This design comes from an exercise in tuning for small area, a short achievable clock period and few clock cycles per item on the open sky130 flow, not from production work. Where RTL was checked, it was by simulation tests only, not by an equivalence proof against the original. For runs 1 and 2, only the layout was checked, not whether the RTL still works. Power is estimated from default activity; no workload was simulated.

**flow/config.mk**
```make
export PLATFORM = sky130hd
export DESIGN_NAME = Processor
export DESIGN_NICKNAME = Processor
export VERILOG_FILES = /design/flow/design.v
export SDC_FILE = /design/flow/constraint.sdc
export NUM_CORES = 4
export LEC_CHECK = 0
export CAP_MARGIN = 20
export CORE_MARGIN = 2
export CORE_UTILIZATION = 30
export SETUP_SLACK_MARGIN = 5
export SLEW_MARGIN = 20
```
**flow/constraint.sdc**
```tcl
create_clock -name core_clock -period 11.0 [get_ports {CLOCK_50}]
set_input_delay 2.2000 -clock core_clock [delete_from_list [all_inputs] [get_ports {CLOCK_50}]]
set_output_delay 2.2000 -clock core_clock [all_outputs]
set_load 0.01 [all_outputs]
```
**flow/design.v**
```verilog
module Processor(
	input					CLOCK_50,
	input					rst,
	output	[3:0]			imem_addr,
	input	[31:0]			imem_data,
	output	reg				retire,
	output	[3:0]			flags_out,
	output	reg	[31:0]		result_out
);
integer k;
reg  [31:0]  rf [0:14];		 
reg  [14:0]  rf_v;			 
reg  [31:0]  dm [0:15];		 
reg  [15:0]  dm_v;			 
reg          fN, fZ, fC, fV;
assign flags_out = {fN, fZ, fC, fV};
reg          ir_v;			 
reg  [3:0]   ir_pc;			 
reg  [3:0]   ir_cond;
reg  [3:0]   ir_rd;			 
reg  [3:0]   ir_off;		 
reg          k_mul;			 
reg          k_ld, k_st, k_br;
reg          k_wr;			 
reg          k_fl;			 
reg          k_arith;		 
reg          k_acv;			 
reg          k_inva, k_invb;	 
reg          k_cinc;		 
reg          k_cin1;		 
reg  [3:0]   k_tt;			 
reg  [31:0]  opn;			 
reg  [31:0]  op2;			 
reg  [31:0]  opd;			 
reg          sc_c;			 
reg          sc_v;			 
reg          mbusy;			 
reg  [30:0]  mplier;		 
reg  [3:0]   pc_r;			 
reg pass;
always @(*) begin
	case (ir_cond)
	4'h0: pass = fZ;
	4'h1: pass = !fZ;
	4'h2: pass = fC;
	4'h3: pass = !fC;
	4'h4: pass = fN;
	4'h5: pass = !fN;
	4'h6: pass = fV;
	4'h7: pass = !fV;
	4'h8: pass = fC && !fZ;
	4'h9: pass = !fC || fZ;
	4'ha: pass = fC == fV;
	4'hb: pass = fC != fV;
	4'hc: pass = (fC == fV) && !fZ;
	4'hd: pass = (fC != fV) || fZ;
	default: pass = 1'b1;
	endcase
end
wire [3:0]  pc_inc = ir_pc + 4'd1;
wire        sc = sc_c ? fC : sc_v;
wire        mterm = mbusy ? mplier[0] : opn[0];		 
wire        selr  = k_mul && mbusy;					 
wire        seln  = !k_mul;							 
wire [31:0] src1  = ({32{selr}} & result_out) | ({32{seln}} & opn);
wire        en_b  = !(k_mul && !mterm);
wire [31:0] ax = src1 ^ {32{k_inva}};
wire [31:0] ay = (op2 & {32{en_b}}) ^ {32{k_invb}};
wire        cin = k_cinc ? fC : k_cin1;
wire [31:0] p0 = ax ^ ay;
wire [31:0] g0 = {ax[31:1] & ay[31:1], (ax[0] & ay[0]) | (p0[0] & cin)};
wire [31:0] g1, p1, g2, p2, g3, p3, g4, p4, g5;
genvar gi;
generate
	for (gi = 0; gi < 32; gi = gi + 1) begin : pfx
		if (gi >= 1)  begin assign g1[gi] = g0[gi] | (p0[gi] & g0[gi-1]);  assign p1[gi] = p0[gi] & ((gi == 1) ? 1'b0 : p0[gi-1]); end
		else          begin assign g1[gi] = g0[gi];                         assign p1[gi] = 1'b0; end
		if (gi >= 2)  begin assign g2[gi] = g1[gi] | (p1[gi] & g1[gi-2]);  assign p2[gi] = p1[gi] & p1[gi-2];  end
		else          begin assign g2[gi] = g1[gi];                         assign p2[gi] = 1'b0; end
		if (gi >= 4)  begin assign g3[gi] = g2[gi] | (p2[gi] & g2[gi-4]);  assign p3[gi] = p2[gi] & p2[gi-4];  end
		else          begin assign g3[gi] = g2[gi];                         assign p3[gi] = 1'b0; end
		if (gi >= 8)  begin assign g4[gi] = g3[gi] | (p3[gi] & g3[gi-8]);  assign p4[gi] = p3[gi] & p3[gi-8];  end
		else          begin assign g4[gi] = g3[gi];                         assign p4[gi] = 1'b0; end
		if (gi >= 16) begin assign g5[gi] = g4[gi] | (p4[gi] & g4[gi-16]); end
		else          begin assign g5[gi] = g4[gi];                         end
	end
endgenerate
wire [31:0] carries = {g5[30:0], cin};
wire [31:0] sum  = p0 ^ carries;
wire        cout = g5[31];
reg  [31:0] logic_r;
always @(*) for (k = 0; k < 32; k = k + 1) logic_r[k] = k_tt[{src1[k], op2[k]}];
wire [31:0] res = k_arith ? sum : logic_r;
wire newN = res[31];
wire newZ = (res == 32'b0);
wire newC = k_acv ? cout : sc;
wire newV = k_acv ? ((ax[31] == ay[31]) && (sum[31] != ax[31])) : fV;
wire mul_last = ((mbusy ? mplier[30:1] : opn[31:1]) == 31'b0) || (op2[30:0] == 31'b0);
wire mul_more = ir_v && k_mul && pass && !mul_last;	 
wire done     = ir_v && !mul_more;					 
wire [3:0]  maddr = opn[3:0] + op2[3:0];
reg  [31:0] mdata;
always @(*) begin
	mdata = 32'b0;
	for (k = 0; k < 16; k = k + 1)
		if (maddr == k && dm_v[k]) mdata = mdata | dm[k];
end
wire [31:0] wdata = k_ld ? mdata : res;
wire wr_rd   = pass && k_wr;
wire wr_reg  = done && wr_rd && ir_rd != 4'd15;		 
wire wr_pc   = done && wr_rd && ir_rd == 4'd15;		 
wire wr_mem  = done && pass && k_st;
wire wr_flag = done && pass && k_fl;
wire [3:0]  br_tgt = ir_pc + ir_off;
wire [3:0]  npc_fast = (k_br && pass) ? br_tgt : pc_inc;
assign imem_addr = rst ? 4'd0 : (ir_v ? npc_fast : pc_r);
wire [31:0] f   = imem_data;
wire [3:0]  f_n = f[19:16];
wire [3:0]  f_d = f[15:12];
wire [3:0]  f_s = f[11:8];
wire [3:0]  f_m = f[3:0];
wire [3:0]  f_pc_inc = imem_addr + 4'd1;
wire        f_dp  = f[27:26] == 2'b00;
wire        f_ls  = f[27:26] == 2'b01;
wire        f_br  = f[27:26] == 2'b10;
wire        f_I   = f[25];
wire [3:0]  f_cmd = f[24:21];
wire        f_mul = f_dp && f[25:21] == 5'b00000 && f[7:4] == 4'b1001;
wire        f_ramt = f_dp && !f_I && f[4];		 
wire        f_dpi  = f_dp && f_I;				 
wire        f_lsi  = f_ls && !f_I;				 
wire        fwd_ok = !rst && wr_reg;
wire [14:0] rv = rst ? 15'b0 : rf_v;
reg  [31:0] rn_f, rm_f, rd_f;
reg  [7:0]  rs_f;
always @(*) begin
	rn_f = (f_n == 4'd15) ? {28'b0, f_pc_inc} : 32'b0;
	rm_f = (f_m == 4'd15) ? {28'b0, f_pc_inc} : 32'b0;
	rd_f = (f_d == 4'd15) ? {28'b0, f_pc_inc} : 32'b0;
	rs_f = (f_s == 4'd15) ? {4'b0, f_pc_inc} : 8'b0;
	for (k = 0; k < 15; k = k + 1) begin
		if (f_n == k && rv[k]) rn_f = rn_f | rf[k];
		if (f_m == k && rv[k]) rm_f = rm_f | rf[k];
		if (f_d == k && rv[k]) rd_f = rd_f | rf[k];
		if (f_s == k && rv[k]) rs_f = rs_f | rf[k][7:0];
	end
end
wire        fw_n = fwd_ok && f_n == ir_rd;
wire        fw_m = fwd_ok && f_m == ir_rd;
wire        fw_s = fwd_ok && f_s == ir_rd;
wire        fw_d = fwd_ok && f_d == ir_rd;
wire [31:0] vn_f = fw_n ? wdata : rn_f;
wire [31:0] vd_f = fw_d ? wdata : rd_f;
wire [7:0]  vs_f = fw_s ? wdata[7:0] : rs_f;
wire [63:0] imm_dbl = {24'b0, f[7:0], 24'b0, f[7:0]} >> {f[11:8], 1'b0};
wire [31:0] imm_rot = imm_dbl[31:0];
wire        sel_imm = f_dpi;
wire        sel_off = f_lsi;
wire        sel_fw  = !f_dpi && !f_lsi && fw_m;
wire        sel_rm  = !f_dpi && !f_lsi && !fw_m;
wire [31:0] vm = ({32{sel_imm}} & imm_rot) | ({32{sel_off}} & {20'b0, f[11:0]}) |
                 ({32{sel_fw}} & wdata) | ({32{sel_rm}} & rm_f);
wire [7:0]  vs = f_ramt ? vs_f : ((f_dpi || f_lsi) ? 8'd0 : {3'b0, f[11:7]});
wire        t_lsl = f[6:5] == 2'b00;
wire        t_asr = f[6:5] == 2'b10;
wire        t_ror = f[6:5] == 2'b11;
wire [4:0]  n5  = vs[4:0];
wire        big = |vs[7:5];					 
wire        nz  = |vs;						 
wire [31:0] r0 = t_lsl ? {vm[0], vm[31:1]} : vm;
wire [4:0]  rsel = n5 ^ {5{t_lsl}};
wire [31:0] r1 = rsel[0] ? {r0[0],     r0[31:1]}  : r0;
wire [31:0] r2 = rsel[1] ? {r1[1:0],   r1[31:2]}  : r1;
wire [31:0] r3 = rsel[2] ? {r2[3:0],   r2[31:4]}  : r2;
wire [31:0] r4 = rsel[3] ? {r3[7:0],   r3[31:8]}  : r3;
wire [31:0] rot = rsel[4] ? {r4[15:0], r4[31:16]} : r4;
reg  [31:0] therm;
always @(*) for (k = 0; k < 32; k = k + 1) therm[k] = (n5 > k);
reg  [31:0] sh;
reg         shc;
wire        fill = t_asr & vm[31];
always @(*) begin
	for (k = 0; k < 32; k = k + 1) begin
		if (t_ror) sh[k] = rot[k];
		else if (big || (t_lsl ? therm[k] : therm[31 - k])) sh[k] = fill;
		else sh[k] = rot[k];
	end
	if (t_lsl) shc = big ? (vs == 8'd32 ? vm[0] : 1'b0) : rot[0];
	else if (t_asr) shc = big ? vm[31] : rot[31];
	else if (t_ror) shc = rot[31];
	else shc = big ? (vs == 8'd32 ? vm[31] : 1'b0) : rot[31];
end
reg [3:0] f_tt;
always @(*) begin
	case (f_cmd)
	4'h0, 4'h8: f_tt = 4'b1000;		 
	4'h1, 4'h9: f_tt = 4'b0110;		 
	4'hc:       f_tt = 4'b1110;		 
	4'hd:       f_tt = 4'b1010;		 
	4'he:       f_tt = 4'b0100;		 
	default:    f_tt = 4'b0101;		 
	endcase
end
wire f_arith = f_mul || (f_dp && (f_cmd[3:1] == 3'b001 || f_cmd[3:1] == 3'b010 || f_cmd[3:1] == 3'b011 || f_cmd[3:1] == 3'b101));
wire f_immc  = f_dpi && f[11:8] != 4'd0;	 
always @(posedge CLOCK_50) begin
	if (rst || !mul_more) begin
		ir_v    <= rst || !wr_pc;
		ir_pc   <= imem_addr;
		ir_cond <= f[31:28];
		ir_rd   <= f_d;
		ir_off  <= f[3:0];
		k_mul   <= f_mul;
		k_ld    <= f_ls && f[20];
		k_st    <= f_ls && !f[20];
		k_br    <= f_br;
		k_wr    <= f_mul || (f_dp && f_cmd[3:2] != 2'b10) || (f_ls && f[20]);
		k_fl    <= f_dp && f[20];
		k_arith <= f_arith;
		k_acv   <= f_arith && !f_mul;
		k_inva  <= !f_mul && (f_cmd == 4'h3 || f_cmd == 4'h7);
		k_invb  <= !f_mul && (f_cmd == 4'h2 || f_cmd == 4'h6 || f_cmd == 4'ha);
		k_cinc  <= !f_mul && (f_cmd == 4'h5 || f_cmd == 4'h6 || f_cmd == 4'h7);
		k_cin1  <= !f_mul && (f_cmd == 4'h2 || f_cmd == 4'h3 || f_cmd == 4'ha);
		k_tt    <= f_tt;
		opn     <= vn_f;
		opd     <= vd_f;
		op2     <= sh;
		sc_c    <= !f_immc && !nz;
		sc_v    <= f_immc ? imm_rot[31] : shc;
	end
	else begin
		op2     <= {op2[30:0], 1'b0};
	end
end
always @(posedge CLOCK_50) begin
	if (rst) begin
		retire <= 1'b0;
		mbusy  <= 1'b0;
		fN <= 1'b0; fZ <= 1'b0; fC <= 1'b0; fV <= 1'b0;
		rf_v   <= 15'b0;
		dm_v   <= 16'b0;
	end
	else begin
		retire <= done;
		mbusy  <= mul_more;
		if (wr_flag) begin fN <= newN; fZ <= newZ; fC <= newC; fV <= newV; end
		if (wr_reg) rf_v[ir_rd] <= 1'b1;
		if (wr_mem) dm_v[maddr] <= 1'b1;
	end
end
always @(posedge CLOCK_50) begin
	if (!rst && wr_reg) rf[ir_rd] <= wdata;
	if (!rst && wr_mem) dm[maddr] <= opd;
	if (wr_pc) pc_r <= wdata[3:0];
end
always @(posedge CLOCK_50) begin
	if (done) begin
		if (k_br) result_out <= {28'b0, npc_fast};
		else if (wr_rd) result_out <= (ir_rd == 4'd15) ? {28'b0, wdata[3:0]} : wdata;
		else result_out <= opd;
	end
	else if (mul_more) begin
		result_out <= sum;			 
	end
end
always @(posedge CLOCK_50) begin
	if (mul_more) mplier <= mbusy ? {1'b0, mplier[30:1]} : opn[31:1];
end
endmodule
```
**flow/run.sh**
```bash
#!/bin/bash
# synth_recipe.tcl (not shown) runs the flow's synth.tcl, then flattens the netlist and writes it again
# the make line also repeats each setting of config.mk as NAME=value (left out here)
make -C /OpenROAD-flow-scripts/flow DESIGN_CONFIG=/design/flow/config.mk WORK_HOME=/design/flow/orfs CLKGATE_MAP_FILE= SYNTH_SCRIPT=/design/flow/synth_recipe.tcl finish
```
==> results of run 1 <==
state kept, by name, summed over array words and instances (netlist names), 4 cells and up:
register	cells
ir_cond	4
pc_r	4
dm_v	16
result_out	32
dm	512
ir_pc	4
k_tt	4
op2	32
mplier	31
ir_off	4
rf	480
opd	32
rf_v	15
opn	32
ir_rd	4
worst max-delay path: stages:
cell	delay (ns)
clkdlybuf4s50_1	0.44
buf_8	0.18
and3_1	0.23
and2_1	0.16
buf_4	0.35
a222oi_1	0.42
and3_1	0.24
nand4_1	0.35
a31oi_2	0.31
o21ai_2	0.10
or3_1	0.35
o221ai_2	0.09
a222oi_1	0.14
buf_4	0.18
mux2_2	0.28
mux2_4	0.31
a32oi_2	0.20
a32oi_2	0.15
cells by family (layout without fill, tap and decap cells):
| kind of cell | count (synthesis) | after routing | synth area share, % |
|---|---|---|---|
| AO/OA/AOI/OAI | 1895 | 1896 | 22.06 |
| AND/OR/NAND/NOR | 1480 | 1482 | 11.99 |
| flip-flops | 1227 | 1227 | 56.57 |
| buffers and inverters | 513 | 623 | 3.365 |
| multiplexers | 162 | 162 | 3.253 |
| XOR/XNOR | 123 | 126 | 1.697 |
| adder cells (fa/ha/maj) | 52 | 52 | 1.065 |
| other | 0 | 8 | 0 |
cell usage after synthesis, types with 16 or more instances:
cell | instances | area, µm²
a222oi_1 | 119 | 1191
nand2b_1 | 30 | 187.7
xnor2_1 | 95 | 832.1
nor3_1 | 148 | 740.7
mux2i_1 | 66 | 660.6
ha_1 | 48 | 600.6
a21o_1 | 24 | 180.2
buf_2 | 93 | 465.5
clkbuf_1 | 290 | 1089
dfxtp_1 | 69 | 1381
nand2_1 | 313 | 1175
or3_1 | 25 | 156.4
o22ai_1 | 60 | 375.4
a31oi_1 | 65 | 406.6
nor4_1 | 41 | 256.5
o211ai_1 | 44 | 330.3
a22o_1 | 97 | 849.6
xor2_1 | 27 | 236.5
buf_1 | 58 | 217.7
mux2_2 | 63 | 709.4
mux4_2 | 29 | 653.1
a22oi_1 | 595 | 4467
inv_1 | 44 | 165.2
a32o_1 | 17 | 170.2
and2_1 | 61 | 381.6
nor2_1 | 236 | 885.9
a21oi_1 | 253 | 1266
and4_1 | 24 | 210.2
nand3_1 | 219 | 1096
edfxtp_1 | 1158 | 34770
buf_4 | 16 | 120.1
a211oi_1 | 35 | 262.8
o21a_1 | 22 | 165.2
nor2b_1 | 65 | 406.6
a32oi_1 | 29 | 254.0
nand4_1 | 129 | 807.0
o21ai_0 | 172 | 860.8
o31ai_1 | 25 | 187.7
nor3b_1 | 17 | 127.6
or2_2 | 17 | 106.4
and3_1 | 109 | 681.9
a221oi_1 | 132 | 1156
power by group through the flow:
stage / registers, mW / logic (mW) / clock network (mW)
2_1_floorplan: 5.45 / 1.24 / 0
3_3_place_gp: 5.54 / 2.07 / 0
3_5_place_dp: 5.54 / 2.08 / 0
4_1_cts: 5.44 / 2.20 / 4.48
5_1_grt: 5.44 / 2.47 / 4.67
6_report: 5.45 / 2.39 / 4.46
cell type report:
class / instances / area [µm²]
fill: 20658 / 137000
sequential: 1227 / 36170
multi-input combinational: 3718 / 27610
clock buffer: 165 / 3572
tap: 2821 / 3530
timing repair buffer: 342 / 3154
clock inverter: 69 / 651.9
inverter: 47 / 188.9
antenna: 8 / 20.02
worst paths after layout:
path         cells after the start  endpoint         start  slack, ns
max reg2reg                     17      sc_v        op2[2]       4.86
min                              1   dm_v[3]       dm_v[3]       0.51
max                             18      sc_v  imem_data[0]       4.76
min reg2reg                      1   dm_v[3]       dm_v[3]       0.51
routing by layer:
layer	part of all wire (%)	vias up	wire (µm)
met4	7.8	10	24210
met3	14	1351	44020
met1	36	28058	112200
li1	-	22397	-
met5	0.089	-	277
met2	42	5176	128900
metrics by stage:
step	power (mW)	hold WS [ns]	std cells	utilization (%)
3_3_place_gp	7.612	0.4790	8072	32.22
3_5_place_dp	7.617	0.4855	8072	32.22
6_report	12.30	0.5141	8397	35.35
4_1_cts	12.12	0.4998	8345	34.80
2_1_floorplan	6.695	0.4517	5452	-
5_1_grt	12.58	0.5382	8392	35.34
timing repair:
item / 4_1_cts / 5_1_grt
hold buffers: 0 / 0
setup buffers: 35 / 39
resized for setup: 231 / 180
endpoints found under the setup margin: 44 / 35
cloned: 4 / 4
pin swaps: 33 / 48
==> run summary, run 1 <==
max-cap viol count=0; P_sw=~3.7 mW; DP HPWL=between 150000 and 200000 µm; clock root buffer=clkbuf_16; chip height=about 470 µm; DRC viols=0; Leak=roughly 24 nW; first-pass GRT wire length=around 420000 µm; number of vias in the routed layout=about 57k; Fin Setup TNS=0 ns; GRT busiest layer=met2; clk latency of the worst-skew pair=about 0.81 ns; Area Overhead vs Synth=17.17%; number of global-route vias before repair=roughly 53k; Crit Path Class=primary input to flip-flop; H-tree depth=4; PD cells=about 160 nW/µm²; CORE AREA=approximately 210000 µm²; outcome=complete, no violations; die area=between 200000 and 250000 µm²; die width=465.6 µm; maximum clock frequency=160.3 MHz; Port Buffers=74; Slew Limit Headroom=around 10%; Wirelength per Cell=about 37 µm; gr ovfl total=0; Clock transition at path regs=about 0.06 ns; final wirelength=around 310000 µm; pre-CTS setup slack=2.882 ns; RSZ-0062 raised after global routing=yes; WP data required=approximately 12 ns; yosys warns=1; setup ws final=approximately 4.8 ns; total CTS buffers=between 100 and 150; Syn Std Cell Area=63920 µm²; Post-Synthesis Cells=roughly 5.5k; worst slew pin tran=1.339 ns; gr usage total=~27%; Post-DRT Antenna Nets=0; Worst Path Max Fanout=31; area post-placement=approximately 68000 µm²; syn avg cell area=~12 µm²; Sink Count=1227; Clock Power Share=roughly 36%; CP arrival=6.76 ns; peak supply drop=between 0.15 and 0.2 mV; Final Hold Fails=0; gpl congestion=~1.0; final instance area=about 75000 µm²; crit start category=primary input; first drt pass iteration count=11; met3 Use GR=9.100%; ys async rst share=0%; Internal=8.573 mW; proportion of power drawn by combinational gates=between 10% and 20%; max-slew violations=0; Reg power frac=between 40% and 50%; net switching fraction of the power=a little under a third; CP endpoint kind=flip-flop; GR Util met1=34.59%; initial drt markers=between 10k and 15k; met2 Track Usage GR=between 30% and 40%; Synth cell types=approximately 120; Initial Util=a little under a third; CTS max path bufs=3; Max Clock Skew=about 0.047 ns; EDFF count, synth=~1.2k; Layout Nets=around 5.6k; TritonCTS clock tree=built; Mapped Nets=around 5.5k; vias per cell=6.787; antenna violations before repair=16; Synth Flop Type=edfxtp_1; commonest non-fill, non-tap cell in the layout=edfxtp_1; period utilisation layout=between 50% and 60%; #FFs+latches synth=approximately 1.2k; IO Count=75; Rows=approximately 170; largest net degree at the start of global routing=a little under 90; Final setup viols=0; sequential fraction of the synthesis area=between 50% and 60%; Hold WC Path Type=flip-flop to flip-flop; Min Clock Period, post-route=approximately 6.2 ns; highest-count cells in the layout ignoring fill and taps=edfxtp_1 (1158), a22oi_1 (591), nand2_1 (305); layout cells sized above 1=between 10% and 20%
==> run 2, diff against run 1 <==
--- a/flow/config.mk
+++ b/flow/config.mk
@@ -8,5 +8,6 @@
 export CAP_MARGIN = 20
 export CORE_MARGIN = 2
-export CORE_UTILIZATION = 30
+export CORE_UTILIZATION = 25
 export SETUP_SLACK_MARGIN = 5
 export SLEW_MARGIN = 20
+export TNS_END_PERCENT = 100
==> run 2 against run 1 <==
Against the previous run: synthesized area is the same; clock power grew 2%; die area grew 20%; synthesized cell count is the same; maximum frequency grew 1.4%; global-route usage shrank 4.0 points; cell count grew 7.4%; clock-buffer cell count shrank 6; via count grew 0.92%; critical path type is now flip-flop to primary output; critical endpoint is now imem_addr[3]; largest cell class unchanged; largest power group unchanged; highest routed layer unchanged.
==> run summary, run 2 <==
RSZ-0062 raised after global routing=yes (unchanged); biggest registers after layout=dm: 512 flops, rf: 480 flops (unchanged); commonest non-fill, non-tap cell in the layout=edfxtp_1 (unchanged); maximum clock frequency=162.5 MHz (was 160.3 MHz); die area=259700 µm² (was 216800 µm²); period utilisation layout=55.93% (was 56.73%); peak supply drop=0.1824 mV (was 0.1666 mV); H-tree depth=4 (unchanged); CP endpoint kind=primary output (was flip-flop); Leak=24.73 nW (was 24.20 nW); Max stage delay on crit path=0.36 ns (was 0.44 ns); Sink Count=1227 (unchanged); CTS max path bufs=3 (unchanged); Synth cell types=117 (unchanged); highest-count cells in the layout ignoring fill and taps=edfxtp_1 (1158), a22oi_1 (589), nand2_1 (299) (was edfxtp_1 (1158), a22oi_1 (591), nand2_1 (305)); first drt pass iteration count=14 (was 11); final-layout fill cell count=25.71k (was 20.66k); clk latency of the worst-skew pair=0.83 ns (was 0.81 ns); area leader, netlist=edfxtp_1 (unchanged); Final setup viols=0 (unchanged); Min Clock Period, post-route=6.153 ns (was 6.240 ns); Crit Path Class=flip-flop to primary output (was primary input to flip-flop); final wirelength=318700 µm (was 309600 µm); Max Clock Skew=0.05351 ns (was 0.04664 ns); #FFs+latches synth=1227 (unchanged); Initial Util=25.15% (was 30.17%); Rows=185 (was 169); EDFF count, synth=1158 (unchanged); worst slew pin tran=1.372 ns (was 1.339 ns); antenna violations before repair=19 (was 16); setup slack, reg-to-reg=4.95 ns (was 4.86 ns); largest net degree at the start of global routing=120 (was 88); Layout Nets=5636 (was 5553); Hold WC Path Type=flip-flop to flip-flop (unchanged); layout cells sized above 1=19.04% (was 16.63%); WP data required=8.80 ns (was 11.52 ns); ys async rst share=0% (unchanged); chip height=509.6 µm (was 465.6 µm); slowest CP cell=edfxtp_1 (was clkdlybuf4s50_1); Clock transition at path regs=0.06 ns (about the same); crit start category=flip-flop (was primary input); syn avg cell area=11.72 µm² (unchanged); Post-Synthesis Cells=5452 (unchanged); first-pass GRT wire length=429400 µm (was 422100 µm); DRC viols=0 (unchanged); gpl congestion=1.002 (was 1.028); Syn Std Cell Area=63920 µm² (unchanged); largest reg by FF count=dm (unchanged); clock root buffer=clkbuf_16 (unchanged); max-slew violations=0 (unchanged); Worst Path Max Fanout=4 (was 31); TritonCTS clock tree=built (unchanged); CP most frequent cell=buf_6; total CTS buffers=130 (was 131); Port Buffers=74 (unchanged); die width=509.6 µm (was 465.6 µm); most frequent cells after synthesis=edfxtp_1 (1158), a22oi_1 (595), nand2_1 (313) (unchanged); number of global-route vias before repair=53.54k (was 53.47k); vias per cell=6.376 (was 6.787); Synth Flop Type=edfxtp_1 (unchanged); Mapped Nets=5538 (unchanged); CP arrival=3.95 ns (was 6.76 ns); most common cell in the netlist=edfxtp_1 (unchanged); CORE AREA=254200 µm² (was 211900 µm²); sequential fraction of the synthesis area=56.57% (unchanged); CP cell instances=nor2b_4 > mux2i_2 > mux2_4 > a32o_2 > buf_6 > and3_4 > ha_4 > a21o_1 > a21oi_2 > xor2_2 > nand4_1 > a31o_4 > nor2_4 > buf_6 (was clkdlybuf4s50_1 > buf_8 > and3_1 > and2_1 > buf_4 > a222oi_1 > and3_1 > nand4_1 > a31oi_2 > o21ai_2 > or3_1 > o221ai_2 > a222oi_1 > buf_4 > mux2_2 > mux2_4 > a32oi_2 > a32oi_2); Area Overhead vs Synth=20.25% (was 17.17%); max-cap viol count=0 (unchanged); Final Hold Fails=0 (unchanged); cts hold-fix bufs=0 (unchanged); initial drt markers=12.28k (was 11.16k); gr usage total=23.15% (was 27.19%); Post-DRT Antenna Nets=0 (unchanged); Area contributors post-synth=edfxtp_1 (54%), a22oi_1 (7.0%), dfxtp_1 (2.2%), a21oi_1 (2.0%), a222oi_1 (1.9%) (unchanged); max reg flops=512 (unchanged); post-synth top area share=54.40% (unchanged); DP HPWL=197800 µm (was 195100 µm); Wirelength per Cell=35.33 µm (was 36.87 µm); cell count after placement=8643 (was 8072); PD cells=163.7 nW/µm² (was 164.2 nW/µm²); IO Count=75 (unchanged); Finished Layout Cells=9021 (was 8397); Fin Setup TNS=0 ns (unchanged); Slew Limit Headroom=7.823% (was 10.04%); yosys warns=1 (unchanged); Hold WS=0.4997 ns (was 0.5141 ns); outcome=complete, no violations (unchanged); number of vias in the routed layout=57.52k (was 56.99k); gr ovfl total=0 (unchanged)
## run 2: power breakdown
part	switching [mW]	internal (mW)	total, mW
clock	2.00	2.57	4.57
sequential	0.172	5.29	5.47
combinational	1.73	0.811	2.54
## run 2: critical path: cells and delay by family, from the launching register on
kind / cells / cell delay (ns)
xor gates and xnor gates: 1 / 0.19
muxes: 2 / 0.58
buffers and inverters: 2 / 0.29
adders and majority gates: 1 / 0.21
AOI/OAI and AO/OA: 4 / 0.89
and+or+nand+nor: 4 / 0.62
DFF: 1 / 0.36
## run 2: what timing repair did
| item | 4_1_cts | 5_1_grt |
|---|---|---|
| setup buffers | 64 | 61 |
| gates resized for setup | 272 | 243 |
| gates cloned | 1 | 14 |
| pin swaps | 57 | 87 |
| setup endpoints to repair | 39 | 37 |
## run 2: cells by family (layout without fill, tap and decap cells)
logic type,Yosys count,after routing,share of synthesized area (%)
mux,162,162,3.253
fa+ha+maj,52,52,1.065
compound gates,1895,1897,22.06
flops,1227,1227,56.57
simple gates,1480,1483,11.99
other cells,0,8,0
xor+xnor,123,123,1.697
buf+inv,513,703,3.365
## run 2: path summary, 6_finish.rpt
check,from,endpoint,cells after the start
max,ir_cond[2],imem_addr[3],14
min,dm_v[3],dm_v[3],1
max reg2reg,opn[0],sc_v,21
min reg2reg,dm_v[3],dm_v[3],1
## run 2: final cells by class
| type | count | area (µm²) | area share (%) |
|---|---|---|---|
| diodes | 8 | 20.02 | 0.02605 |
| clock buffers | 159 | 3426 | 4.457 |
| clock inverters | 70 | 869.6 | 1.131 |
| inverters | 47 | 188.9 | 0.2458 |
| multi-input cells | 3717 | 28020 | 36.46 |
| flip-flops and latches | 1227 | 36170 | 47.06 |
| well taps | 3366 | 4212 | 5.480 |
| repair buffers | 427 | 3954 | 5.144 |
## run 2: metrics by stage
step	area [µm²]	setup slack, ns	utilization [%]	total power, mW
floorplan	63950	4.990	-	6.695
global route	76850	4.740	30.24	12.84
CTS	75070	4.833	29.54	12.34
finish	76860	4.847	30.24	12.58
global placement	69190	2.640	27.22	7.677
detailed placement	69190	2.645	27.22	7.681
## run 2: per-layer routing
metal / part of all wire [%] / global-route usage, % / wire [µm]
met4: 7.9 / 13.69 / 25310
met5: 0.14 / 0.9137 / 436
met3: 14 / 8.800 / 45200
met2: 42 / 33.92 / 133600
met1: 36 / 28.79 / 114200
==> run 3, diff against run 2 <==
--- a/flow/design.v
+++ b/flow/design.v
@@ -15,5 +15,4 @@
 reg          fN, fZ, fC, fV;
 assign flags_out = {fN, fZ, fC, fV};
-reg          ir_v;			 
 reg  [3:0]   ir_pc;			 
 reg  [3:0]   ir_cond;
@@ -36,6 +35,6 @@
 reg          sc_v;			 
 reg          mbusy;			 
-reg  [30:0]  mplier;		 
-reg  [3:0]   pc_r;			 
+reg  [31:0]  mplier;		 
+reg          mprev;			 
 reg pass;
 always @(*) begin
@@ -60,12 +59,15 @@
 wire [3:0]  pc_inc = ir_pc + 4'd1;
 wire        sc = sc_c ? fC : sc_v;
-wire        mterm = mbusy ? mplier[0] : opn[0];		 
+wire        mcur  = mbusy ? mplier[0] : opn[0];		 
+wire        mlow  = mbusy ? mprev : 1'b0;			 
+wire        mneg  = k_mul && !mlow && mcur;			 
 wire        selr  = k_mul && mbusy;					 
 wire        seln  = !k_mul;							 
 wire [31:0] src1  = ({32{selr}} & result_out) | ({32{seln}} & opn);
-wire        en_b  = !(k_mul && !mterm);
+wire        en_b  = !(k_mul && (mlow == mcur));		 
+wire        invb  = k_invb || mneg;
 wire [31:0] ax = src1 ^ {32{k_inva}};
-wire [31:0] ay = (op2 & {32{en_b}}) ^ {32{k_invb}};
-wire        cin = k_cinc ? fC : k_cin1;
+wire [31:0] ay = (op2 & {32{en_b}}) ^ {32{invb}};
+wire        cin = k_cinc ? fC : (k_cin1 || mneg);
 wire [31:0] p0 = ax ^ ay;
 wire [31:0] g0 = {ax[31:1] & ay[31:1], (ax[0] & ay[0]) | (p0[0] & cin)};
@@ -96,7 +98,8 @@
 wire newC = k_acv ? cout : sc;
 wire newV = k_acv ? ((ax[31] == ay[31]) && (sum[31] != ax[31])) : fV;
-wire mul_last = ((mbusy ? mplier[30:1] : opn[31:1]) == 31'b0) || (op2[30:0] == 31'b0);
-wire mul_more = ir_v && k_mul && pass && !mul_last;	 
-wire done     = ir_v && !mul_more;					 
+wire [31:0] mrest = mbusy ? mplier : opn;
+wire mul_last = (mrest == 32'b0) || (mrest == 32'hffffffff) || (op2[30:0] == 31'b0);
+wire mul_more = k_mul && pass && !mul_last;	 
+wire done     = !mul_more;					 
 wire [3:0]  maddr = opn[3:0] + op2[3:0];
 reg  [31:0] mdata;
@@ -109,10 +112,14 @@
 wire wr_rd   = pass && k_wr;
 wire wr_reg  = done && wr_rd && ir_rd != 4'd15;		 
-wire wr_pc   = done && wr_rd && ir_rd == 4'd15;		 
 wire wr_mem  = done && pass && k_st;
 wire wr_flag = done && pass && k_fl;
 wire [3:0]  br_tgt = ir_pc + ir_off;
-wire [3:0]  npc_fast = (k_br && pass) ? br_tgt : pc_inc;
-assign imem_addr = rst ? 4'd0 : (ir_v ? npc_fast : pc_r);
+reg  [3:0]  npc;
+always @(*) begin
+	if (k_br) npc = pass ? br_tgt : pc_inc;
+	else if (wr_rd && ir_rd == 4'd15) npc = wdata[3:0];
+	else npc = pc_inc;
+end
+assign imem_addr = rst ? 4'd0 : npc;
 wire [31:0] f   = imem_data;
 wire [3:0]  f_n = f[19:16];
@@ -206,5 +213,4 @@
 always @(posedge CLOCK_50) begin
 	if (rst || !mul_more) begin
-		ir_v    <= rst || !wr_pc;
 		ir_pc   <= imem_addr;
 		ir_cond <= f[31:28];
@@ -253,9 +259,8 @@
 	if (!rst && wr_reg) rf[ir_rd] <= wdata;
 	if (!rst && wr_mem) dm[maddr] <= opd;
-	if (wr_pc) pc_r <= wdata[3:0];
 end
 always @(posedge CLOCK_50) begin
 	if (done) begin
-		if (k_br) result_out <= {28'b0, npc_fast};
+		if (k_br) result_out <= {28'b0, npc};
 		else if (wr_rd) result_out <= (ir_rd == 4'd15) ? {28'b0, wdata[3:0]} : wdata;
 		else result_out <= opd;
@@ -266,5 +271,8 @@
 end
 always @(posedge CLOCK_50) begin
-	if (mul_more) mplier <= mbusy ? {1'b0, mplier[30:1]} : opn[31:1];
+	if (mul_more) begin
+		mplier <= {mrest[31], mrest[31:1]};
+		mprev  <= mrest[0];
+	end
 end
 endmodule
==> flow/flow/run.sh (new file) <==
#!/bin/bash
set -euo pipefail
bash standard.sh SETUP_SLACK_MARGIN=6.5 finish > make_finish.log 2>&1
==> flow/standard.sh (new file) <==
#!/bin/bash
# synth_recipe.tcl (not shown) runs the flow's synth.tcl, then flattens the netlist and writes it again
# the make line also repeats each setting of config.mk as NAME=value (left out here)
make -C /OpenROAD-flow-scripts/flow DESIGN_CONFIG=/design/flow/config.mk WORK_HOME=/design/flow/orfs CLKGATE_MAP_FILE= SYNTH_SCRIPT=/design/flow/synth_recipe.tcl "${@:-finish}"
--- a/flow/config.mk
+++ b/flow/config.mk
@@ -8,6 +8,4 @@
 export CAP_MARGIN = 20
 export CORE_MARGIN = 2
-export CORE_UTILIZATION = 25
-export SETUP_SLACK_MARGIN = 5
+export CORE_UTILIZATION = 30
 export SLEW_MARGIN = 20
-export TNS_END_PERCENT = 100
removed: flow/run.sh
==> run 3 against run 2 <==
Against the previous run: highest routed layer unchanged; final area up 4.9%; die area down 16%; flip-flop and latch count down 4; clock power up 2%; first-iteration DRC count down 0.80%.
==> run summary, run 3 <==
max reg flops=512 (unchanged); maximum clock frequency=145.0 MHz (was 162.5 MHz); Final Hold Fails=0 (unchanged); antenna violations before repair=15 (was 19); outcome=complete, no violations (unchanged); Wirelength per Cell=37.46 µm (was 35.33 µm); Leak=26.32 nW (was 24.73 nW); CP endpoint kind=primary output (unchanged); Port Buffers=74 (unchanged); final instance area=80640 µm² (was 76860 µm²); Crit Path Class=flip-flop to primary output (unchanged); total CTS buffers=134 (was 130); most common cell in the netlist=edfxtp_1 (unchanged); yosys warns=1 (unchanged); CTS max path bufs=3 (unchanged); Initial Util=30.09% (was 25.15%); Hold WC Path Type=flip-flop to flip-flop (unchanged); number of vias in the routed layout=60.07k (was 57.52k); number of global-route vias before repair=55.22k (was 53.54k); Finished Layout Cells=8758 (was 9021); slowest CP cell=fa_2 (was edfxtp_1); clk latency of the worst-skew pair=0.83 ns (about the same); gpl congestion=1.022 (was 1.002); Area Overhead vs Synth=25.25% (was 20.25%); Rows=170 (was 185); Final setup viols=0 (unchanged); CP cell instances=ha_4 > fa_2 > inv_4 > ha_4 > and2_4 > buf_6 > a221oi_2 > nor2_4 > a2111oi_4 > o32a_4 > clkinvlp_4 > a221oi_4 > nor2_2 > buf_6 (was nor2b_4 > mux2i_2 > mux2_4 > a32o_2 > buf_6 > and3_4 > ha_4 > a21o_1 > a21oi_2 > xor2_2 > nand4_1 > a31o_4 > nor2_4 > buf_6); Post-DRT Antenna Nets=0 (unchanged); gr ovfl total=0 (unchanged); PD cells=165.3 nW/µm² (was 163.7 nW/µm²); first drt pass iteration count=13 (was 14); DP HPWL=203700 µm (was 197800 µm); max-slew violations=0 (unchanged); cell count after placement=8215 (was 8643); area leader, netlist=edfxtp_1 (unchanged); syn avg cell area=11.58 µm² (was 11.72 µm²); Layout Nets=5886 (was 5636); Reg power frac=40.8% (was 43.5%); H-tree depth=4 (unchanged); Sink Count=1223 (was 1227); vias per cell=6.859 (was 6.376); DRC viols=0 (unchanged); die width=467.3 µm (was 509.6 µm); clock root buffer=clkbuf_16 (unchanged); commonest non-fill, non-tap cell in the layout=edfxtp_1 (unchanged); period utilisation layout=62.69% (was 55.93%); ys async rst share=0% (unchanged); largest net degree at the start of global routing=71 (was 120); post-synth top area share=52.33% (was 54.40%); chip height=467.3 µm (was 509.6 µm); Internal=9.077 mW (was 8.680 mW); most frequent cells after synthesis=edfxtp_1 (1122), a22oi_1 (507), clkbuf_1 (351) (was edfxtp_1 (1158), a22oi_1 (595), nand2_1 (313)); highest-count cells in the layout ignoring fill and taps=edfxtp_1 (1122), a22oi_1 (490), buf_4 (351) (was edfxtp_1 (1158), a22oi_1 (589), nand2_1 (299)); pre-CTS setup slack=2.339 ns (was 2.645 ns); Mapped Nets=5646 (was 5538); first-pass GRT wire length=446500 µm (was 429400 µm); largest reg by FF count=dm (unchanged); EDFF count, synth=1122 (was 1158); Clock transition at path regs=0.06 ns (about the same); RSZ-0062 raised after global routing=yes (unchanged); Max stage delay on crit path=0.72 ns (was 0.36 ns); P_sw=4.256 mW (was 3.899 mW); TritonCTS clock tree=built (unchanged); max-cap viol count=0 (unchanged); Max Clock Skew=0.03877 ns (was 0.05351 ns); sequential fraction of the synthesis area=55.47% (was 56.57%); crit start category=flip-flop (unchanged); Clock Power Share=34.9% (was 36.3%); WP data required=8.80 ns (about the same); Worst Path Max Fanout=14 (was 4); net switching fraction of the power=31.92% (was 31.00%); final-layout fill cell count=20.46k (was 25.71k); setup ws final=4.104 ns (was 4.847 ns); Post-Synthesis Cells=5559 (was 5452); final core occ=37.69% (was 30.24%); cts hold-fix bufs=0 (unchanged); CP arrival=4.70 ns (was 3.95 ns); Slew Limit Headroom=19.03% (was 7.823%); area post-placement=69390 µm² (was 69190 µm²); biggest registers after layout=dm: 512 flops, rf: 480 flops (unchanged); Syn Std Cell Area=64390 µm² (was 63920 µm²); #FFs+latches synth=1223 (was 1227); Area contributors post-synth=edfxtp_1 (52%), a22oi_1 (5.9%), dfxtp_1 (3.1%), a221oi_1 (2.5%), clkbuf_1 (2.0%) (was edfxtp_1 (54%), a22oi_1 (7.0%), dfxtp_1 (2.2%), a21oi_1 (2.0%), a222oi_1 (1.9%)); Min Clock Period, post-route=6.896 ns (was 6.153 ns); CORE AREA=214000 µm² (was 254200 µm²); IO Count=75 (unchanged); peak supply drop=0.1597 mV (was 0.1824 mV); total power draw=13.33 mW (was 12.58 mW); worst slew pin tran=1.215 ns (was 1.372 ns); initial drt markers=12.18k (was 12.28k); gr usage total=28.72% (was 23.15%); Fin Setup TNS=0 ns (unchanged); proportion of power drawn by combinational gates=24.3% (was 20.2%); Synth cell types=116 (was 117); layout cells sized above 1=23.58% (was 19.04%); die area=218400 µm² (was 259700 µm²); final wirelength=328100 µm (was 318700 µm); Hold WS=0.4925 ns (was 0.4997 ns); Synth Flop Type=edfxtp_1 (unchanged)
==> run 3: changes by cell type after synthesis, sizes merged, moves of 32 or more <==
cell,previous run,this run
nor2,237,338
a22oi,595,507
clkbuf,293,352
a221oi,135,188
a21oi,256,214
buf,173,132
mux2i,66,105
edfxtp,1158,1122
nand2,314,278
xor2,27,63
xnor2,96,62
a22o,97,129
a41oi,6,38
dfxtp,69,101
==> run 3: worst max-delay path, delay by kind of cell, from the launching register on <==
family | cells | cell delay, ns
AOI/OAI and AO/OA | 4 | 1.44
adders and majority gates | 3 | 1.13
buffers and inverters | 4 | 0.52
DFF | 1 | 0.44
and+or+nand+nor | 3 | 0.35
==> run 3: power by group through the flow <==
stage / combinational (mW) / clock, mW / sequential [mW]
after global placement: 2.32 / 0 / 5.53
final: 3.23 / 4.65 / 5.44
after global routing: 3.33 / 4.86 / 5.44
after CTS: 2.79 / 4.68 / 5.43
after floorplan: 1.43 / 0 / 5.43
after detailed placement: 2.33 / 0 / 5.53
==> run 3: layout make-up <==
cell class                 count  area (µm²)  area share [%]
multi-input combinational   3806       30780           38.16
timing repair buffer         581        5837           7.238
inverter                      52       235.2          0.2917
clock inverter                77       942.2           1.168
clock buffer                 167        3538           4.388
timing repair inverter         1       6.256        0.007758
sequential                  1223       35730           44.30
tap                         2838        3551           4.403
antenna                       13       32.53         0.04034
==> run 3: timing repair <==
item	CTS	global route
gates cloned	19	5
buffers inserted	149	113
gates resized for setup	586	307
pin swaps	130	76
endpoints found under the setup margin	1685	698
==> run 3: worst paths after layout <==
| check | depth (start not counted) | start | to | slack (ns) |
|---|---|---|---|---|
| setup / recovery | 14 | opn[0] | imem_addr[3] | 4.10 |
| hold / removal | 1 | dm_v[6] | dm_v[6] | 0.49 |
| setup reg to reg | 31 | opn[0] | sc_v | 4.15 |
| hold reg to reg | 1 | dm_v[6] | dm_v[6] | 0.49 |
==> run 3: layer usage <==
metal  wire [µm]  vias up  track usage (%)
li1            -    23351                -
met1      117900    29410            36.73
met2      134600     5774            41.45
met3       48500     1516            10.50
met4       26590       20            16.78
met5         454        -                0
==> run 3: cells by family (layout without fill, tap and decap cells) <==
group / Yosys count / in the layout / synth area share [%]
adder cells (fa/ha/maj): 54 / 54 / 1.092
other: 0 / 13 / 0
multiplexers: 177 / 177 / 3.399
AO/OA/AOI/OAI: 1930 / 1933 / 22.82
flip-flops: 1223 / 1223 / 55.47
AND/OR/NAND/NOR: 1514 / 1515 / 12.03
XOR/XNOR: 125 / 127 / 1.770
buffers and inverters: 536 / 878 / 3.424
Testbench counts of run 3, summed over its fixed seeds: cycles 3,358, instrs 3,072.
==> run 4, diff against run 3 <==
==> flow/run.sh (new file) <==
#!/bin/bash
# synth_recipe.tcl (not shown) runs the flow's synth.tcl, then flattens the netlist and writes it again
# the make line also repeats each setting of config.mk as NAME=value (left out here)
make -C /OpenROAD-flow-scripts/flow DESIGN_CONFIG=/design/flow/config.mk WORK_HOME=/design/flow/orfs CLKGATE_MAP_FILE= SYNTH_SCRIPT=/design/flow/synth_recipe.tcl finish
--- a/flow/config.mk
+++ b/flow/config.mk
@@ -9,3 +9,4 @@
 export CORE_MARGIN = 2
 export CORE_UTILIZATION = 30
+export SETUP_SLACK_MARGIN = 5
 export SLEW_MARGIN = 20
removed: flow/flow/run.sh
removed: flow/standard.sh
==> run 4 against run 3 <==
Against the previous run: setup slack improved by 0.053 ns; global-route usage fell by 0.18 points; register-to-register slack better by 0.06 ns; sequential share of layout area grew 2.0 points; synthesized area unchanged.
==> run summary, run 4 <==
Worst Hold Depth=1 (unchanged); most common cell in the netlist=edfxtp_1 (unchanged); CORE AREA=214000 µm² (unchanged); Initial Util=30.09% (unchanged); Post-Synthesis Cells=5559 (unchanged); EDFF count, synth=1122 (unchanged); Area Overhead vs Synth=19.73% (was 25.25%); Reg area=35720 µm² (was 35730 µm²); outcome=complete, no violations (unchanged); yosys warns=1 (unchanged); initial drt markers=12.61k (was 12.18k); Worst Path Max Fanout=6 (was 14); GR Util met1=36.13% (was 36.73%); CP arrival=4.64 ns (was 4.70 ns); DRC viols=0 (unchanged); maximum clock frequency=146.1 MHz (was 145.0 MHz); die width=467.3 µm (unchanged); first drt pass iteration count=13 (unchanged); WP data required=8.80 ns (about the same); Hold WC Path Type=flip-flop to flip-flop (unchanged); period utilisation layout=62.21% (was 62.69%); max-slew violations=0 (unchanged); first-pass GRT wire length=443200 µm (was 446500 µm); met3 Use GR=9.478% (was 10.50%); Area contributors post-synth=edfxtp_1 (52%), a22oi_1 (5.9%), dfxtp_1 (3.1%), a221oi_1 (2.5%), clkbuf_1 (2.0%) (unchanged); vias per cell=6.787 (was 6.859); Post-DRT Antenna Nets=0 (unchanged); RSZ-0062 raised after global routing=yes (unchanged); GRT busiest layer=met2 (unchanged); Crit Path Class=flip-flop to primary output (unchanged); largest reg by FF count=dm (unchanged); clk latency of the worst-skew pair=0.83 ns (about the same); ys async rst share=0% (unchanged); H-tree depth=4 (unchanged); cells on worst reg2reg path=33 (was 31); number of vias in the routed layout=58.60k (was 60.07k); Port Buffers=74 (unchanged); Final Hold Fails=0 (unchanged); final wirelength=324100 µm (was 328100 µm); Finished Layout Cells=8635 (was 8758); CP endpoint kind=primary output (unchanged); PD cells=167.3 nW/µm² (was 165.3 nW/µm²); setup slack, reg-to-reg=4.21 ns (was 4.15 ns); total power draw=12.90 mW (was 13.33 mW); Synth Flop Type=edfxtp_1 (unchanged); met2 Track Usage GR=41.75% (was 41.45%); Multi-input gate area=28630 µm² (was 30780 µm²); gr ovfl total=0 (unchanged); gr usage total=28.54% (was 28.72%); final-layout fill cell count=20.74k (was 20.46k); number of global-route vias before repair=55.15k (was 55.22k); most frequent cells after synthesis=edfxtp_1 (1122), a22oi_1 (507), clkbuf_1 (351) (unchanged); crit start category=flip-flop (unchanged); syn avg cell area=11.58 µm² (unchanged); Wirelength per Cell=37.53 µm (was 37.46 µm); Final setup viols=0 (unchanged); final core occ=36.03% (was 37.69%); cell count after placement=8231 (was 8215); Clock transition at path regs=0.06 ns (about the same); #FFs+latches synth=1223 (unchanged); hold wc startpoint=dm_v[6] (unchanged); Mapped Nets=5646 (unchanged); largest net degree at the start of global routing=89 (was 71); worst r2r dst=op2[14] (was sc_v); chip height=467.3 µm (unchanged); Slew Limit Headroom=20.06% (was 19.03%); IO Count=75 (unchanged); highest-count cells in the layout ignoring fill and taps=edfxtp_1 (1122), a22oi_1 (504), buf_4 (325) (was edfxtp_1 (1122), a22oi_1 (490), buf_4 (351)); DP HPWL=202400 µm (was 203700 µm); area leader, netlist=edfxtp_1 (unchanged); sequential fraction of the synthesis area=55.47% (unchanged); worst slew pin tran=1.193 ns (was 1.215 ns); die area=218400 µm² (unchanged); Layout Nets=5775 (was 5886); cts hold-fix bufs=0 (unchanged); antenna violations before repair=6 (was 15); Min Clock Period, post-route=6.843 ns (was 6.896 ns); biggest registers after layout=dm: 512 flops, rf: 480 flops (unchanged); WHS Endpoint=dm_v[6] (unchanged); max reg flops=512 (unchanged); TritonCTS clock tree=built (unchanged); Rows=170 (unchanged); Fin Setup TNS=0 ns (unchanged); CTS max path bufs=3 (unchanged); layout cells sized above 1=18.42% (was 23.58%); total CTS buffers=133 (was 134); FF-to-FF Start=opn[0] (unchanged); Synth cell types=116 (unchanged); Hold WS=0.5031 ns (was 0.4925 ns); Syn Std Cell Area=64390 µm² (unchanged); post-synth top area share=52.33% (unchanged); Max Clock Skew=0.04575 ns (was 0.03877 ns); gpl congestion=1.011 (was 1.022); Leak=25.20 nW (was 26.32 nW); Sink Count=1223 (unchanged); max-cap viol count=0 (unchanged); commonest non-fill, non-tap cell in the layout=edfxtp_1 (unchanged); peak supply drop=0.1713 mV (was 0.1597 mV); clock root buffer=clkbuf_16 (unchanged)
run 4: cell count changes in the layout (fill, tap and decap cells not counted), moves of 17 or more:
cell / previous run / this run
a41oi_2: 17 / 0
a21oi_2: 44 / 18
nor2_1: 286 / 303
a41oi_1: 13 / 38
o21ai_0: 126 / 146
nor3_2: 28 / 48
buf_6: 91 / 30
nor3_4: 31 / 12
a21oi_4: 26 / 3
a21oi_1: 144 / 193
buf_4: 351 / 325
ha_1: 18 / 42
run 4: cell families (layout without fill, tap and decap cells):
family	after synthesis	count (layout)	share of synthesized area [%]
simple gates	1514	1516	12.03
fa+ha+maj	54	54	1.092
mux	177	177	3.399
xor+xnor	125	127	1.770
flops	1223	1223	55.47
buf+inv	536	765	3.424
other cells	0	3	0
compound gates	1930	1932	22.82
run 4: stage by stage:
step	instance area [µm²]	setup WS (ns)
2_1_floorplan	64730	4.696
3_3_place_gp	69240	2.033
3_5_place_dp	69250	1.891
4_1_cts	76260	4.215
5_1_grt	77090	4.076
6_report	77090	4.157
run 4: worst max path at each step:
stage | slack, ns | startpoint | depth (start not counted) | end
floorplan | 4.70 | k_mul | 30 | sc_v
finish | 4.16 | opn[0] | 15 | imem_addr[3]
global placement | 2.03 | opn[0] | 28 | sc_v
detailed placement | 1.89 | opn[0] | 28 | sc_v
CTS | 4.22 | op2[2] | 11 | imem_addr[3]
global route | 4.08 | opn[0] | 31 | sc_v
run 4: where the power goes:
part | switching [mW] | internal (mW) | leakage, nW | total (mW)
logic | 1.87 | 0.911 | 11.6 | 2.78
registers | 0.130 | 5.27 | 11.4 | 5.40
clock network | 2.03 | 2.70 | 2.21 | 4.72
run 4: what timing repair did:
action	in CTS	in global routing
buffers inserted	95	45
gates resized for setup	349	80
gates cloned	17	2
pin swaps	92	61
endpoints found under the setup margin	95	38
run 4: layer usage:
metal	wire [µm]	share of wire [%]
met5	55	0.017
met1	115500	36
met2	135000	42
met3	46270	14
met4	27230	8.4
run 4: layout make-up:
cell class / instances / share of cell area (%)
Sequential cell: 1223 / 46.33
Timing Repair Buffer: 471 / 5.770
Antenna cell: 3 / 0.009738
Timing Repair inverter: 1 / 0.006492
Clock buffer: 155 / 4.548
Multi-Input combinational cell: 3806 / 37.13
Inverter: 52 / 0.2727
Clock inverter: 86 / 1.324
Tap cell: 2838 / 4.606
run 4: critical path, cell delays in order (launching register included):
cell and delay (ns):
edfxtp_1 0.43, ha_2 0.22, fa_2 0.52, buf_6 0.17
ha_4 0.18, and2_4 0.17, buf_12 0.13, buf_12 0.12
a221oi_4 0.25, nor2_2 0.08, o31ai_4 0.38, o32a_4 0.37
clkinvlp_4 0.17, a221oi_4 0.38, nor2_4 0.09, buf_6 0.14
==> run 5, diff against run 4 <==
--- a/flow/design.v
+++ b/flow/design.v
@@ -15,5 +15,7 @@
 reg          fN, fZ, fC, fV;
 assign flags_out = {fN, fZ, fC, fV};
+reg          ir_v;			 
 reg  [3:0]   ir_pc;			 
+reg  [3:0]   pc_r;			 
 reg  [3:0]   ir_cond;
 reg  [3:0]   ir_rd;			 
@@ -59,14 +61,16 @@
 wire [3:0]  pc_inc = ir_pc + 4'd1;
 wire        sc = sc_c ? fC : sc_v;
-wire        mcur  = mbusy ? mplier[0] : opn[0];		 
-wire        mlow  = mbusy ? mprev : 1'b0;			 
-wire        mneg  = k_mul && !mlow && mcur;			 
+wire [31:0] mrest = mbusy ? mplier : opn;			 
+wire        mlow  = mbusy && mprev;					 
+wire        m_one = k_mul && (mrest[0] ^ mlow);		 
+wire        m_two = k_mul && ((mrest[1] && !mrest[0] && !mlow) || (!mrest[1] && mrest[0] && mlow));	 
+wire        mneg  = k_mul && mrest[1];				 
 wire        selr  = k_mul && mbusy;					 
 wire        seln  = !k_mul;							 
 wire [31:0] src1  = ({32{selr}} & result_out) | ({32{seln}} & opn);
-wire        en_b  = !(k_mul && (mlow == mcur));		 
+wire        sel1  = !k_mul || m_one;
 wire        invb  = k_invb || mneg;
 wire [31:0] ax = src1 ^ {32{k_inva}};
-wire [31:0] ay = (op2 & {32{en_b}}) ^ {32{invb}};
+wire [31:0] ay = ((op2 & {32{sel1}}) | ({op2[30:0], 1'b0} & {32{m_two}})) ^ {32{invb}};
 wire        cin = k_cinc ? fC : (k_cin1 || mneg);
 wire [31:0] p0 = ax ^ ay;
@@ -98,8 +102,7 @@
 wire newC = k_acv ? cout : sc;
 wire newV = k_acv ? ((ax[31] == ay[31]) && (sum[31] != ax[31])) : fV;
-wire [31:0] mrest = mbusy ? mplier : opn;
-wire mul_last = (mrest == 32'b0) || (mrest == 32'hffffffff) || (op2[30:0] == 31'b0);
-wire mul_more = k_mul && pass && !mul_last;	 
-wire done     = !mul_more;					 
+wire mul_last = (mrest[31:1] == 31'b0) || (mrest[31:1] == 31'h7fffffff) || (op2[29:0] == 30'b0);
+wire mul_more = ir_v && k_mul && pass && !mul_last;	 
+wire done     = ir_v && !mul_more;					 
 wire [3:0]  maddr = opn[3:0] + op2[3:0];
 reg  [31:0] mdata;
@@ -115,11 +118,9 @@
 wire wr_flag = done && pass && k_fl;
 wire [3:0]  br_tgt = ir_pc + ir_off;
-reg  [3:0]  npc;
-always @(*) begin
-	if (k_br) npc = pass ? br_tgt : pc_inc;
-	else if (wr_rd && ir_rd == 4'd15) npc = wdata[3:0];
-	else npc = pc_inc;
-end
-assign imem_addr = rst ? 4'd0 : npc;
+wire wr_r15  = done && wr_rd && ir_rd == 4'd15;		 
+wire r15_dp  = wr_r15 && !k_ld;						 
+wire [3:0]  npc_fast = (k_br && pass) ? br_tgt : pc_inc;
+wire [3:0]  f_pc = rst ? 4'd0 : (ir_v ? npc_fast : pc_r);
+assign imem_addr = (r15_dp && !rst) ? wdata[3:0] : f_pc;
 wire [31:0] f   = imem_data;
 wire [3:0]  f_n = f[19:16];
@@ -127,5 +128,6 @@
 wire [3:0]  f_s = f[11:8];
 wire [3:0]  f_m = f[3:0];
-wire [3:0]  f_pc_inc = imem_addr + 4'd1;
+wire [3:0]  f_pc_inc = imem_addr + 4'd1;	 
+wire [3:0]  f_pc_inc_s = f_pc + 4'd1;		 
 wire        f_dp  = f[27:26] == 2'b00;
 wire        f_ls  = f[27:26] == 2'b01;
@@ -143,7 +145,7 @@
 always @(*) begin
 	rn_f = (f_n == 4'd15) ? {28'b0, f_pc_inc} : 32'b0;
-	rm_f = (f_m == 4'd15) ? {28'b0, f_pc_inc} : 32'b0;
+	rm_f = (f_m == 4'd15) ? {28'b0, f_pc_inc_s} : 32'b0;
 	rd_f = (f_d == 4'd15) ? {28'b0, f_pc_inc} : 32'b0;
-	rs_f = (f_s == 4'd15) ? {4'b0, f_pc_inc} : 8'b0;
+	rs_f = (f_s == 4'd15) ? {4'b0, f_pc_inc_s} : 8'b0;
 	for (k = 0; k < 15; k = k + 1) begin
 		if (f_n == k && rv[k]) rn_f = rn_f | rf[k];
@@ -211,6 +213,9 @@
 wire f_arith = f_mul || (f_dp && (f_cmd[3:1] == 3'b001 || f_cmd[3:1] == 3'b010 || f_cmd[3:1] == 3'b011 || f_cmd[3:1] == 3'b101));
 wire f_immc  = f_dpi && f[11:8] != 4'd0;	 
+wire f_r15   = !f_br && ((f_m == 4'd15 && !f_dpi && !f_lsi) || (f_s == 4'd15 && f_ramt));	 
+wire bubble  = !rst && wr_r15 && (k_ld || f_r15);
 always @(posedge CLOCK_50) begin
 	if (rst || !mul_more) begin
+		ir_v    <= !bubble;
 		ir_pc   <= imem_addr;
 		ir_cond <= f[31:28];
@@ -237,5 +242,5 @@
 	end
 	else begin
-		op2     <= {op2[30:0], 1'b0};
+		op2     <= {op2[29:0], 2'b0};
 	end
 end
@@ -259,8 +264,9 @@
 	if (!rst && wr_reg) rf[ir_rd] <= wdata;
 	if (!rst && wr_mem) dm[maddr] <= opd;
+	if (wr_r15) pc_r <= wdata[3:0];
 end
 always @(posedge CLOCK_50) begin
 	if (done) begin
-		if (k_br) result_out <= {28'b0, npc};
+		if (k_br) result_out <= {28'b0, npc_fast};
 		else if (wr_rd) result_out <= (ir_rd == 4'd15) ? {28'b0, wdata[3:0]} : wdata;
 		else result_out <= opd;
@@ -272,6 +278,6 @@
 always @(posedge CLOCK_50) begin
 	if (mul_more) begin
-		mplier <= {mrest[31], mrest[31:1]};
-		mprev  <= mrest[0];
+		mplier <= {{2{mrest[31]}}, mrest[31:2]};
+		mprev  <= mrest[1];
 	end
 end
--- a/flow/config.mk
+++ b/flow/config.mk
@@ -6,4 +6,5 @@
 export NUM_CORES = 4
 export LEC_CHECK = 0
+export ABC_AREA = 1
 export CAP_MARGIN = 20
 export CORE_MARGIN = 2
==> run 5 against run 4 <==
Against the previous run: sequential share of layout area about the same; clock power decreased by 1%; critical path depth increased by 2; maximum frequency increased by 9.7%; final area increased by 1.2%; sequential power about the same; synthesized area increased by 1.8%; clock skew increased by 0.0023 ns; global-route usage increased by 0.84 points; wire length increased by 4.7%; clock-buffer cell count increased by 26.
==> run summary, run 5 <==
outcome=complete, no violations (unchanged); Crit. Startpoint=opn[0] (unchanged); Synth Flop Type=edfxtp_1 (unchanged); gpl congestion=1.017 (was 1.011); sequential fraction of the synthesis area=55.16% (was 55.47%); CP endpoint kind=primary output (unchanged); chip height=471.4 µm (was 467.3 µm); total CTS buffers=139 (was 133); setup slack, reg-to-reg=4.98 ns (was 4.21 ns); Worst Path Max Fanout=7 (was 6); first-pass GRT wire length=462600 µm (was 443200 µm); CORE AREA=217200 µm² (was 214000 µm²); Final Hold Fails=0 (unchanged); met3 wire length=47140 µm (was 46270 µm); Hold WC Path Type=flip-flop to flip-flop (unchanged); largest reg by FF count=dm (unchanged); vias per cell=6.049 (was 6.787); #FFs+latches synth=1227 (was 1223); cells on worst reg2reg path=31 (was 33); Syn Std Cell Area=65550 µm² (was 64390 µm²); clk latency of the worst-skew pair=0.82 ns (was 0.83 ns); DP HPWL=213000 µm (was 202400 µm); initial drt markers=11.32k (was 12.61k); final core occ=35.94% (was 36.03%); WP data required=8.80 ns (about the same); Sink Count=1227 (was 1223); Post-DRT Antenna Nets=0 (unchanged); Final setup viols=0 (unchanged); Slew Limit Headroom=18.42% (was 20.06%); FF-to-FF Start=opn[0] (unchanged); Port Buffers=74 (unchanged); area leader, netlist=edfxtp_1 (unchanged); crit path to=imem_addr[3] (unchanged); Max Clock Skew=0.04805 ns (was 0.04575 ns); CP arrival=4.04 ns (was 4.64 ns); max-cap viol count=0 (unchanged); number of global-route vias before repair=58.19k (was 55.15k); number of vias in the routed layout=63.29k (was 58.60k); setup ws final=4.763 ns (was 4.157 ns); first drt pass iteration count=9 (was 13); Wirelength per Cell=32.44 µm (was 37.53 µm); TritonCTS clock tree=built (unchanged); Fin Setup TNS=0 ns (unchanged); crit start category=flip-flop (unchanged); most common cell in the netlist=nand2_1 (was edfxtp_1); Synth cell types=75 (was 116); highest-count cells in the layout ignoring fill and taps=nand2_1 (1910), edfxtp_1 (1158), inv_1 (647) (was edfxtp_1 (1122), a22oi_1 (504), buf_4 (325)); maximum clock frequency=160.3 MHz (was 146.1 MHz); period utilisation layout=56.70% (was 62.21%); Min Clock Period, post-route=6.237 ns (was 6.843 ns); antenna violations before repair=32 (was 6); PD cells=154.1 nW/µm² (was 167.3 nW/µm²); syn avg cell area=9.058 µm² (was 11.58 µm²); highest metal layer with signal wires=met5 (unchanged); gr usage total=29.38% (was 28.54%); final wirelength=339400 µm (was 324100 µm); die width=471.4 µm (was 467.3 µm); Post-Synthesis Cells=7236 (was 5559); Layout Nets=7573 (was 5775); biggest registers after layout=dm: 512 flops, rf: 480 flops (unchanged); worst slew pin tran=1.222 ns (was 1.193 ns); Crit Path Class=flip-flop to primary output (unchanged); peak supply drop=0.1457 mV (was 0.1713 mV); Clock transition at path regs=0.06 ns (about the same); max-slew violations=0 (unchanged); met1 WL=126400 µm (was 115500 µm); Area Overhead vs Synth=19.07% (was 19.73%); max reg flops=512 (unchanged); die area=222200 µm² (was 218400 µm²); gr ovfl total=0 (unchanged); Rows=171 (was 170); cts hold-fix bufs=0 (unchanged); ys async rst share=0% (unchanged); Initial Util=30.18% (was 30.09%); CTS max path bufs=3 (unchanged); Mapped Nets=7323 (was 5646); commonest non-fill, non-tap cell in the layout=nand2_1 (was edfxtp_1); DRC viols=0 (unchanged); post-synth top area share=53.05% (was 52.33%); WL met2=141600 µm (was 135000 µm); clock root buffer=clkbuf_16 (unchanged); final-layout fill cell count=21.70k (was 20.74k); H-tree depth=4 (unchanged); IO Count=75 (unchanged); EDFF count, synth=1158 (was 1122); Area contributors post-synth=edfxtp_1 (53%), nand2_1 (11%), nand3_1 (4.4%), inv_1 (3.9%), nor2_1 (3.2%) (was edfxtp_1 (52%), a22oi_1 (5.9%), dfxtp_1 (3.1%), a221oi_1 (2.5%), clkbuf_1 (2.0%)); most frequent cells after synthesis=nand2_1 (1954), edfxtp_1 (1158), inv_1 (684) (was edfxtp_1 (1122), a22oi_1 (507), clkbuf_1 (351)); RSZ-0062 raised after global routing=yes (unchanged); layout cells sized above 1=12.53% (was 18.42%); pre-CTS setup slack=2.449 ns (was 1.891 ns); cell count after placement=10.01k (was 8231); Finished Layout Cells=10.46k (was 8635); yosys warns=1 (unchanged); worst r2r dst=sc_v (was op2[14]); largest net degree at the start of global routing=69 (was 89); Leak=30.19 nW (was 25.20 nW)
==> run 5: cell types whose count changed after synthesis, sizes merged, moves of 224 or more <==
cell	previous run	this run
inv	52	702
a22oi	507	16
o22ai	76	304
o21ai	176	400
nor2	338	588
nand2	278	1976
nand3	208	587
==> run 5: area by class of cell <==
class	count	area, µm²	share of cell area [%]
clock inverters	69	798.3	1.023
clock buffers	181	3687	4.724
diodes	14	35.03	0.04489
inverters	716	2828	3.623
multi-input cells	4939	26480	33.93
repair inverters	5	36.28	0.04649
well taps	2854	3571	4.575
flip-flops and latches	1227	36160	46.34
repair buffers	458	4444	5.694
==> run 5: stage by stage <==
| step | hold slack (ns) | power, mW | instance area, µm² |
|---|---|---|---|
| after floorplan | 0.4306 | 6.343 | 65550 |
| after global placement | 0.4541 | 7.082 | 70070 |
| after detailed placement | 0.4515 | 7.080 | 70080 |
| after CTS | 0.4715 | 11.88 | 76990 |
| after global routing | 0.5125 | 12.31 | 78020 |
| final | 0.4917 | 12.03 | 78050 |
==> run 5: worst min path at each step <==
stage / start / end / slack (ns) / cells past startpoint
final: dm_v[3] / dm_v[3] / 0.49 / 2
after global routing: rf_v[0] / rf_v[0] / 0.51 / 2
after CTS: dm_v[8] / dm_v[8] / 0.47 / 2
after detailed placement: dm_v[8] / dm_v[8] / 0.45 / 2
after global placement: dm_v[8] / dm_v[8] / 0.45 / 2
after floorplan: dm_v[8] / dm_v[8] / 0.43 / 2
==> run 5: worst max-delay path, cell delays in order (launching register included) <==
cell and delay (ns):
edfxtp_1 0.47, ha_2 0.24, fa_2 0.63, inv_4 0.08
ha_4 0.21, nand3_4 0.11, clkinvlp_4 0.22, buf_12 0.21
nand2_1 0.05, nand4_1 0.11, nor2_2 0.15, nand2_4 0.10
nand2_4 0.11, clkinvlp_4 0.12, buf_12 0.14, nand2_4 0.05
o21ai_4 0.07, buf_6 0.12
==> run 5: cell families (layout without fill, tap and decap cells) <==
family	count (synthesis)	count (layout)	share of synthesized area, %
buffers and inverters	1075	1429	6.756
AOI/OAI and AO/OA	1351	1351	13.49
xor gates and xnor gates	100	100	1.348
DFF	1227	1227	55.16
adders and majority gates	53	53	1.058
other	0	14	0
and+or+nand+nor	3430	3435	22.19
==> run 5: per-layer routing <==
metal  track usage (%)  vias to the layer above
li1                  -                    26123
met1             37.76                    30568
met2             43.04                     5275
met3             9.579                     1302
met4             17.10                       24
met5            0.2812                        -
==> run 5: power breakdown <==
part | internal (mW) | switching [mW]
Combinational | 0.584 | 1.39
Clock | 2.57 | 2.09
Sequential | 5.26 | 0.134
==> run 5: what timing repair did <==
action / 4_1_cts / 5_1_grt
setup endpoints to repair: 481 / 41
buffers inserted: 109 / 51
gates cloned: 24 / 6
gates resized for setup: 279 / 140
pin swaps: 52 / 73
Testbench counts of run 5, summed over its fixed seeds: cycles 3,368, instrs 3,072.

static timing again, ports no longer ideal:
How much do the figures lean on ideal ports? The routed layouts below were timed once more, with nothing changed but the port constraints. Step 1 sets driving cells, clkbuf_16 on the clock port and buf_2 on the other inputs (assumed; they add their load-dependent delay and slew). Step 2 adds t to the input delays and takes it off the output delays; t is the mean of the earliest and latest rising clock arrival at the registers after step 1. Input paths then give back, and output paths get back, about the clock's delay inside the block. Slacks: ideal / step 1 / step 2; pairs: ideal / step 1.
run | t, ns | setup slack, ns | hold WS [ns] | pins driven straight from the clock port
run 1 | 0.873 | 4.760 / 4.823 / 3.949 | 0.514 / 0.514 / 0.514 | 1
run 2 | 0.895 | 4.847 / 4.760 / 4.026 | 0.500 / 0.500 / 0.500 | 1
run 3 | 0.895 | 4.104 / 4.019 / 3.315 | 0.493 / 0.493 / 0.493 | 1
run 4 | 0.895 | 4.157 / 4.067 / 3.338 | 0.503 / 0.503 / 0.503 | 1
run 5 | 0.883 | 4.763 / 4.680 / 4.076 | 0.492 / 0.492 / 0.492 | 1
After both steps every run listed still meets setup and hold. For run 2, which loses most, drivers alone change the setup slack by -0.087 ns; drivers and shift together by -0.821 ns.
